Background: an optimization exercise with open tools, aiming at small area. Do not read the settings as production practice.
The RTL was checked by simulation tests, not by an equivalence proof against the original design.
The clock port is modelled as an ideal driver; clocking choices that lean on that would not hold on a real chip.
Power is estimated from default activity; no workload was simulated.

## xenon
## obstacledodger
module obstacledodger
	(
		CLOCK_50,						 
		resetn,							 
		start_n,						 
		x,
		y,
		colour,
		plot
	);
	input			CLOCK_50;				 
	input			resetn;
	input			start_n;
	output	[7:0]	x;
	output	[6:0]	y;
	output	[2:0]	colour;
	output			plot;
	reg rst_d, ld_d;
	always @(posedge CLOCK_50) begin
		rst_d <= resetn;
		ld_d  <= ~start_n;
	end
	reg  [1:0] st;
	wire [1:0] st_n;
	assign st_n[0] = rst_d & ld_d & ~st[1];
	assign st_n[1] = rst_d & (st[1] | (st[0] & ~ld_d));
	always @(posedge CLOCK_50) st <= st_n;
	assign plot = ~st_n[0];
	wire draw   = ~st[0];
	wire setoff = st[1];
	localparam [14:0] T_END = 15'h7739;
	localparam [14:0] T_RST = 15'h363a;
	reg [14:0] pc, oc;
	wire pc_end = (pc == T_END);
	wire oc_end = (oc == T_END);
	wire tick_p = setoff & pc_end;
	wire tick_o = draw   & oc_end;
	wire [14:0] pc_step = pc_end ? 15'd0 : {pc[13:0], ~(pc[14] ^ pc[13])};
	wire [14:0] oc_step = oc_end ? 15'd0 : {oc[13:0], ~(oc[14] ^ oc[13])};
	always @(posedge CLOCK_50) begin
		if (!rst_d || !setoff)
			pc <= T_RST;
		else
			pc <= pc_step;
		if (!rst_d)
			oc <= T_RST;
		else if (draw)
			oc <= oc_step;
	end
	reg [4:0] cnt;
	always @(posedge CLOCK_50) begin
		if (!rst_d)
			cnt <= 5'd0;
		else if (draw)
			cnt <= cnt + 5'd1;
	end
	reg [6:0] ty;
	reg s, down, ocol;
	wire ozero = (ty == 7'd0) & down & ~ocol;    
	always @(posedge CLOCK_50) begin
		if (!rst_d) begin
			ty   <= 7'd0;
			s    <= 1'b1;
			down <= 1'b1;
			ocol <= 1'b0;
		end else if (tick_o) begin
			ocol <= ~ocol;
			if (!ozero)
				ty <= s ? ty + 7'd1 : ty - 7'd1;
			s <= down;
			if (ty >= 7'd104)
				down <= 1'b0;
			if (ty == 7'd0)
				down <= 1'b1;
		end
	end
	reg [7:0] tx;
	reg first, b;
	reg [1:0] wh;
	reg b_n;
	reg [1:0] wh_n;
	always @(*) begin
		b_n  = b;
		wh_n = wh;
		if (!rst_d) begin
			b_n  = 1'b1;
			wh_n = 2'd0;
		end else if (tick_p) begin
			if (b)
				b_n = 1'b0;
			else begin
				wh_n = wh + 2'd1;
				b_n  = (wh == 2'd1) ? ocol : 1'b1;
			end
		end
	end
	always @(posedge CLOCK_50) begin
		b  <= b_n;
		wh <= wh_n;
		if (!rst_d) begin
			tx    <= 8'd10;
			first <= 1'b1;
		end else if (tick_p) begin
			if (!first)
				tx <= tx + 8'd1;
			first <= 1'b0;
		end
	end
  ...
clock: 10.0 ns
lec_check: 0
cap_margin: 20
core_margin: 2
core_utilization: 40
cts_buf_list: sky130_fd_sc_hd__clkbuf_2 sky130_fd_sc_hd__clkbuf_4
cts_cluster_size: 30
slew_margin: 20
run.sh (not shown) runs the stock make flow with config.mk's settings and CLKGATE_MAP_FILE= SYNTH_SCRIPT=/design/flow/synth_recipe.tcl, a recipe that flattens the netlist after the stock synthesis.
No stage failed in xenon, and the final checks on the layout all came back clean.
### xenon -> yarrow
- CTS_CLUSTER_SIZE removed (was 30)
- CTS_BUF_LIST removed (was sky130_fd_sc_hd__clkbuf_2 sky130_fd_sc_hd__clkbuf_4)
==> flow/flow/run.sh (new file) <==
#!/bin/bash
# Standard ORFS layout with smaller port buffers and a clock tree without
# dummy loads. Each tool's full output stays in orfs/logs/; make's own
# output goes to flow.log here.
set -euo pipefail
export CTS_ARGS="-sink_clustering_enable -repair_clock_nets -dont_use_dummy_load -buf_list {sky130_fd_sc_hd__clkbuf_2 sky130_fd_sc_hd__clkbuf_4} -sink_clustering_size 30"
export BUFFER_PORTS_ARGS="-buffer_cell sky130_fd_sc_hd__buf_1"
bash standard.sh finish > flow.log 2>&1
==> flow/standard.sh (new file) <==
#!/bin/bash
# synth_recipe.tcl (not shown) runs the flow's synth.tcl, then flattens the netlist and writes it again
# the make line also repeats each setting of config.mk as NAME=value (left out here)
make -C /OpenROAD-flow-scripts/flow DESIGN_CONFIG=/design/flow/config.mk WORK_HOME=/design/flow/orfs CLKGATE_MAP_FILE= SYNTH_SCRIPT=/design/flow/synth_recipe.tcl "${@:-finish}"
removed: flow/run.sh
[summary]
In the flow results for yarrow and xenon, the final cell count without fillers is larger on xenon. Global-route total usage across every layer sits lower in yarrow than in xenon. Via count, yarrow and xenon: larger value in yarrow. Share of post-route cells with drive strength above 1 for yarrow is lower than for xenon. Wire: yarrow routes less than xenon. Of yarrow and xenon, the lower first-pass GRT wire length belongs to yarrow.
Input changes introduced in tundra (baseline for comparison: yarrow):
==> flow/run.sh (new file) <==
#!/bin/bash
# synth_recipe.tcl (not shown) runs the flow's synth.tcl, then flattens the netlist and writes it again
# the make line also repeats each setting of config.mk as NAME=value (left out here)
make -C /OpenROAD-flow-scripts/flow DESIGN_CONFIG=/design/flow/config.mk WORK_HOME=/design/flow/orfs CLKGATE_MAP_FILE= SYNTH_SCRIPT=/design/flow/synth_recipe.tcl finish
removed: flow/flow/run.sh
removed: flow/standard.sh
### Flow results
Against yarrow as the reference, tundra delivers a lower sequential cell area share.
Met1 track demand over resource essentially unchanged between yarrow and tundra.
Die area: yarrow vs tundra identical
tundra drops fewer vias than yarrow.
Between tundra and yarrow, it is tundra whose sum of routed wire segments on met1 is lower, by about 2.7%.
Going from yarrow to tundra, share of power burned in combinational logic shrank by 0.9 points, total power grew by about 27%, routed wire length grew by about 1.1%, overall routing resource usage grew by 0.46 points.
Summary of tundra over yarrow: final critical-path setup slack now smaller, power density over the cells went up 18%.

---

Another version of the RTL of obstacledodger (not shown whole).
Size: ~310 cells after synthesis, roughly 22 I/O pins, about 2600 um2 of cells after synthesis.
export LEC_CHECK = 0
export CAP_MARGIN = 20
export CORE_MARGIN = 2
export CORE_UTILIZATION = 40
export SLEW_MARGIN = 20
create_clock -name core_clock -period 10.0 [get_ports {CLOCK_50}]
standard.sh (not shown) runs the stock make flow with config.mk's settings and CLKGATE_MAP_FILE= SYNTH_SCRIPT=/design/flow/synth_recipe.tcl, a recipe that flattens the netlist after the stock synthesis.
==> flow/flow/run.sh <==
#!/bin/bash
# Layout flow: the standard synthesis, its combinational logic re-mapped
# for area (registers untouched, equivalence proven), then the standard
# ORFS layout with smaller port buffers and a clock tree without dummy
# loads. Each tool writes its full output to a log of its own here (and
# ORFS's step logs stay in orfs/logs/).
set -euo pipefail
HERE=$(pwd)
F=$HERE/flow
R=$HERE/orfs/results/$FLOW_PLATFORM/obstacledodger/base
LIB=$FLOW_HOME/platforms/sky130hd/lib/sky130_fd_sc_hd__tt_025C_1v80.lib
export CTS_ARGS="-sink_clustering_enable -repair_clock_nets -dont_use_dummy_load -buf_list {sky130_fd_sc_hd__clkbuf_2 sky130_fd_sc_hd__clkbuf_4} -sink_clustering_size 30"
export BUFFER_PORTS_ARGS="-buffer_cell sky130_fd_sc_hd__buf_1"

bash standard.sh synth > synth.log 2>&1

cp "$R/1_2_yosys.v" "$HERE/std_synth.v"
subst() {
  sed -e "s#@LIB@#$LIB#g" -e "s#@ABC@#$F/remap.abc#g" -e "s#@TOP@#$FLOW_TOP#g" \
      -e "s#@IN@#$HERE/std_synth.v#g" -e "s#@OUT@#$HERE/remap.v#g" -e "s#@CONB@#$F/conb.v#g" "$1" > "$2"
}
subst "$F/remap.ys.in" "$HERE/remap.ys"
subst "$F/eq.ys.in" "$HERE/eq.ys"
if yosys -s "$HERE/remap.ys" > remap.log 2>&1 && yosys -s "$HERE/eq.ys" > eq.log 2>&1; then
  sleep 1
  cp "$HERE/remap.v" "$R/1_2_yosys.v"
  echo "remapped netlist in use" >> remap.log
else
  echo "remap not proven; keeping the standard netlist" >> remap.log
fi

bash standard.sh finish > finish.log 2>&1
==> flow/flow/remap.abc <==
strash
ifraig
dc2
strash
&get -n
&st
&syn2
&dch
&nf -R 1000
&st
&syn2
&dch
&nf -R 1000
&st
&syn2
&dch
&nf -R 1000
&put
topo
Other scripts of this flow, unchanged in this note and not shown: flow/flow/conb.v, flow/flow/eq.ys.in, flow/flow/remap.ys.in
Change:
--- a/flow/flow/run.sh
+++ b/flow/flow/run.sh
@@ -10,5 +10,5 @@
 R=$HERE/orfs/results/$FLOW_PLATFORM/obstacledodger/base
 LIB=$FLOW_HOME/platforms/sky130hd/lib/sky130_fd_sc_hd__tt_025C_1v80.lib
-export CTS_ARGS="-sink_clustering_enable -repair_clock_nets -dont_use_dummy_load -buf_list {sky130_fd_sc_hd__clkbuf_2 sky130_fd_sc_hd__clkbuf_4} -sink_clustering_size 30"
+export CTS_ARGS="-sink_clustering_enable -repair_clock_nets -dont_use_dummy_load -buf_list {sky130_fd_sc_hd__clkbuf_4 sky130_fd_sc_hd__clkbuf_8} -sink_clustering_size 60 -sink_clustering_max_diameter 300"
 export BUFFER_PORTS_ARGS="-buffer_cell sky130_fd_sc_hd__buf_1"
 
==> flow/flow/remap.abc (replaced) <==
strash
ifraig
dc2
strash
&get -n
&st
&syn2
&dch
&nf -R 1000 -p
&st
&syn2
&dch
&nf -R 1000 -p -a
&put
topo
Effect:
- worst setup slack improved by 0.094 ns
- cell count falls by 4.1%
- clock skew goes down by 0.0059 ns
- critical path depth falls by 1

---

obstacledodger, a different RTL version from the one above (not shown whole).
Size: ~290 cells after synthesis.
clock: 10.0 ns
lec_check: 0
cap_margin: 20
core_margin: 2
core_utilization: 40
slew_margin: 20
==> flow/flow/run.sh <==
#!/bin/bash
# Layout flow: the standard synthesis, its combinational logic re-mapped
# for area (registers untouched, equivalence proven), the standard ORFS
# floorplan and placement with small port buffers, a clock tree of 2 to 4
# buffers driven by the clock port (flow/cts.tcl), then the standard ORFS
# routing and finishing.
# Each tool writes its full output to a log of its own in this folder (and
# ORFS's step logs stay in orfs/logs/).
set -euo pipefail
HERE=$(pwd)
F=$HERE/flow
R=$HERE/orfs/results/$FLOW_PLATFORM/obstacledodger/base
LIB=$FLOW_HOME/platforms/sky130hd/lib/sky130_fd_sc_hd__tt_025C_1v80.lib
export BUFFER_PORTS_ARGS="-buffer_cell sky130_fd_sc_hd__buf_1"

bash standard.sh synth > synth.log 2>&1

cp "$R/1_2_yosys.v" "$HERE/std_synth.v"
subst() {  # template, output, abc script, tag
  sed -e "s#@LIB@#$LIB#g" -e "s#@ABC@#$3#g" -e "s#@TOP@#$FLOW_TOP#g" \
      -e "s#@IN@#$HERE/std_synth.v#g" -e "s#@OUT@#$HERE/remap_$4.v#g" -e "s#@CONB@#$F/conb.v#g" "$1" > "$2"
}
# Try each ABC script (four at a time); keep the smallest result whose
# equivalence with the standard synthesis is proven.
: > remap.log
for abc in "$F"/remap_*.abc; do
  tag=$(basename "$abc" .abc | sed 's/remap_//')
  subst "$F/remap.ys.in" "$HERE/remap_$tag.ys" "$abc" "$tag"
done
ls "$HERE"/remap_*.ys | xargs -P 4 -I{} sh -c 'timeout 600 yosys -s {} > {}.log 2>&1 || true'
results=""
for abc in "$F"/remap_*.abc; do
  tag=$(basename "$abc" .abc | sed 's/remap_//')
  area=$(grep "Chip area for module" "$HERE/remap_$tag.ys.log" 2>/dev/null | tail -1 | awk '{print $NF}')
  if [[ -n "$area" && -s "$HERE/remap_$tag.v" ]] && grep -q "End of script" "$HERE/remap_$tag.ys.log"; then
    echo "script $tag: area $area" >> remap.log
    results="$results$area $tag\n"
  else
    echo "script $tag: failed" >> remap.log
  fi
done
chosen=""
for tag in $(printf "$results" | sort -n | awk '{print $2}'); do
  subst "$F/eq.ys.in" "$HERE/eq_$tag.ys" "" "$tag"
  if timeout 600 yosys -s "$HERE/eq_$tag.ys" > "eq_$tag.log" 2>&1; then
    chosen=$tag; break
  fi
  echo "script $tag: equivalence not proven" >> remap.log
done
if [[ -n "$chosen" ]]; then
  sleep 1
  cp "$HERE/remap_$chosen.v" "$R/1_2_yosys.v"
  echo "remapped netlist in use: script $chosen" >> remap.log
else
  echo "no remap proven; keeping the standard netlist" >> remap.log
fi

bash standard.sh place > place.log 2>&1

sleep 1
DONT_USE=$(make -s -C "$FLOW_HOME" DESIGN_CONFIG="$HERE/config.mk" WORK_HOME="$HERE/orfs" print-DONT_USE_CELLS 2>/dev/null | sed 's/^DONT_USE_CELLS: //') || true
export RESULTS_DIR="$R" LIB_FILE="$LIB" PLATFORM_DIR="$FLOW_HOME/platforms/sky130hd"
export DONT_USE_CELLS="${DONT_USE:-sky130_fd_sc_hd__probe_p_8 sky130_fd_sc_hd__probec_p_8}"
export CLK_PORT=CLOCK_50 CLK_SLEW_NS=${CLK_SLEW_NS:-0.12}
export CLK_BUFS="sky130_fd_sc_hd__clkbuf_4 sky130_fd_sc_hd__clkbuf_8 sky130_fd_sc_hd__buf_12 sky130_fd_sc_hd__clkbuf_16"
: > cts_try.log
best_k=""; best_a=""
for k in 2 3 4; do
  CLK_K=$k CLK_DRY=1 openroad -no_init -exit "$F/cts.tcl" > "cts_try_$k.log" 2>&1 || true
  line=$(grep "^cts K=" "cts_try_$k.log" | tail -1 || true)
  echo "$line" >> cts_try.log
  a=$(echo "$line" | sed -n 's/.*area=\([0-9.]*\) ok=1.*/\1/p')
  if [[ -n "$a" ]] && { [[ -z "$best_a" ]] || awk "BEGIN{exit !($a < $best_a)}"; }; then best_k=$k; best_a=$a; fi
done
echo "chosen K=${best_k:-4}" >> cts_try.log
CLK_K=${best_k:-4} openroad -no_init -exit "$F/cts.tcl" > cts.log 2>&1

bash standard.sh finish > finish.log 2>&1
Other scripts of this flow, unchanged in this note and not shown: flow/flow/conb.v, flow/flow/cts.tcl, flow/flow/eq.ys.in, flow/flow/remap.ys.in, flow/flow/remap_1.abc, flow/flow/remap_2.abc, flow/flow/remap_3.abc, flow/flow/remap_4.abc, flow/flow/remap_5.abc, flow/flow/remap_6.abc, flow/flow/remap_7.abc, flow/flow/remap_8.abc, flow/flow/remap_9.abc
The baseline passed the timing, design-rule and antenna checks.
Next try:
Settings changed: CORE_UTILIZATION 40 to 70, PLACE_DENSITY set to 0.8.
Effect:
- The changed run finished with timing, DRC and antenna clean
- via count rose by 4.8%
- fmax drops by 0.34%
- sequential share of layout area climbs by 0.60 points
- clock-buffer cell count does not change
- power shrinks by 1.2%
- worst setup slack is worse by 0.015 ns

---

obstacledodger with an RTL version that a note above also has.
Size in the first run: roughly 320 cells after synthesis, about 60 flip-flops, ~3000 um^2 of cells after synthesis.
Settings: LEC_CHECK=0, CAP_MARGIN=20, CORE_MARGIN=2, CORE_UTILIZATION=65, SLEW_MARGIN=20; clock period 10.0 ns.
==> flow/flow/run.sh <==
#!/bin/bash
# Standard ORFS layout with smaller port buffers and a clock tree without
# dummy loads. Each tool's full output stays in orfs/logs/; make's own
# output goes to flow.log here.
set -euo pipefail
export CTS_ARGS="-sink_clustering_enable -repair_clock_nets -dont_use_dummy_load -buf_list {sky130_fd_sc_hd__clkbuf_2 sky130_fd_sc_hd__clkbuf_4} -sink_clustering_size 40 -sink_clustering_max_diameter 100"
export BUFFER_PORTS_ARGS="-buffer_cell sky130_fd_sc_hd__buf_1"
bash standard.sh finish > flow.log 2>&1
The starting point passed the timing, design-rule and antenna checks.
Next try:
==> flow/flow/run.sh (replaced) <==
#!/bin/bash
# Standard ORFS layout with smaller port buffers and a clock tree without
# dummy loads. Each tool's full output stays in orfs/logs/; make's own
# output goes to flow.log here.
set -euo pipefail
export CTS_ARGS="-sink_clustering_enable -repair_clock_nets -dont_use_dummy_load -buf_list {sky130_fd_sc_hd__clkbuf_2 sky130_fd_sc_hd__clkbuf_4} -sink_clustering_size 30"
export BUFFER_PORTS_ARGS="-buffer_cell sky130_fd_sc_hd__buf_1"
bash standard.sh finish > flow.log 2>&1
CORE_UTILIZATION = 40   (was 65)
What happened: Total power hardly moves; worst setup slack gains 150 ps; clock skew decreases by 8.3 ps; register-to-register slack degrades by 250 ps; core utilization fell by 27 points; cell count climbs by 12%; combinational power came out lower by 9.2%; clock-buffer cell count is unchanged; die area is higher by 59%; sequential power barely changes.

-- re-timing with driven ports --
Ports are ideal in the flow. The routed layouts listed here were re-timed in OpenROAD. Step 1, drivers: a clkbuf_16 drives CLOCK_50 and a buf_2 each remaining input, both assumed. Step 2 times the ports against the registers' clock, not the clock port: input delays grow and output delays shrink by t, the midpoint of the rising clock arrivals with the driver on. a / b / c = ideal / step 1 / step 2; a / b = the first two.
| run | t, ns | slack for setup (ns) | hold WS [ns] |
|---|---|---|---|
| xenon | 0.427 | 4.712 / 4.686 / 5.113 | 0.451 / 0.451 / 0.451 |
| yarrow | 0.410 | 5.145 / 5.118 / 5.528 | 0.443 / 0.443 / 0.443 |
| tundra | 0.365 | 4.798 / 4.771 / 5.136 | 0.449 / 0.449 / 0.449 |
| the first run of note 2 | 0.404 | 5.569 / 5.540 / 5.944 | 0.444 / 0.444 / 0.444 |
| the second run of note 2 | 0.353 | 5.662 / 5.634 / 5.987 | 0.432 / 0.432 / 0.432 |
| the first run of note 3 | 0.204 | 5.716 / 5.666 / 5.870 | 0.398 / 0.398 / 0.398 |
| the second run of note 3 | 0.186 | 5.701 / 5.654 / 5.840 | 0.397 / 0.397 / 0.397 |
| the first run of note 4 | 0.393 | 5.369 / 5.345 / 5.738 | 0.440 / 0.440 / 0.440 |
| the second run of note 4 | 0.404 | 5.518 / 5.493 / 5.897 | 0.421 / 0.421 / 0.421 |
After both steps setup and hold are still met in every run listed.
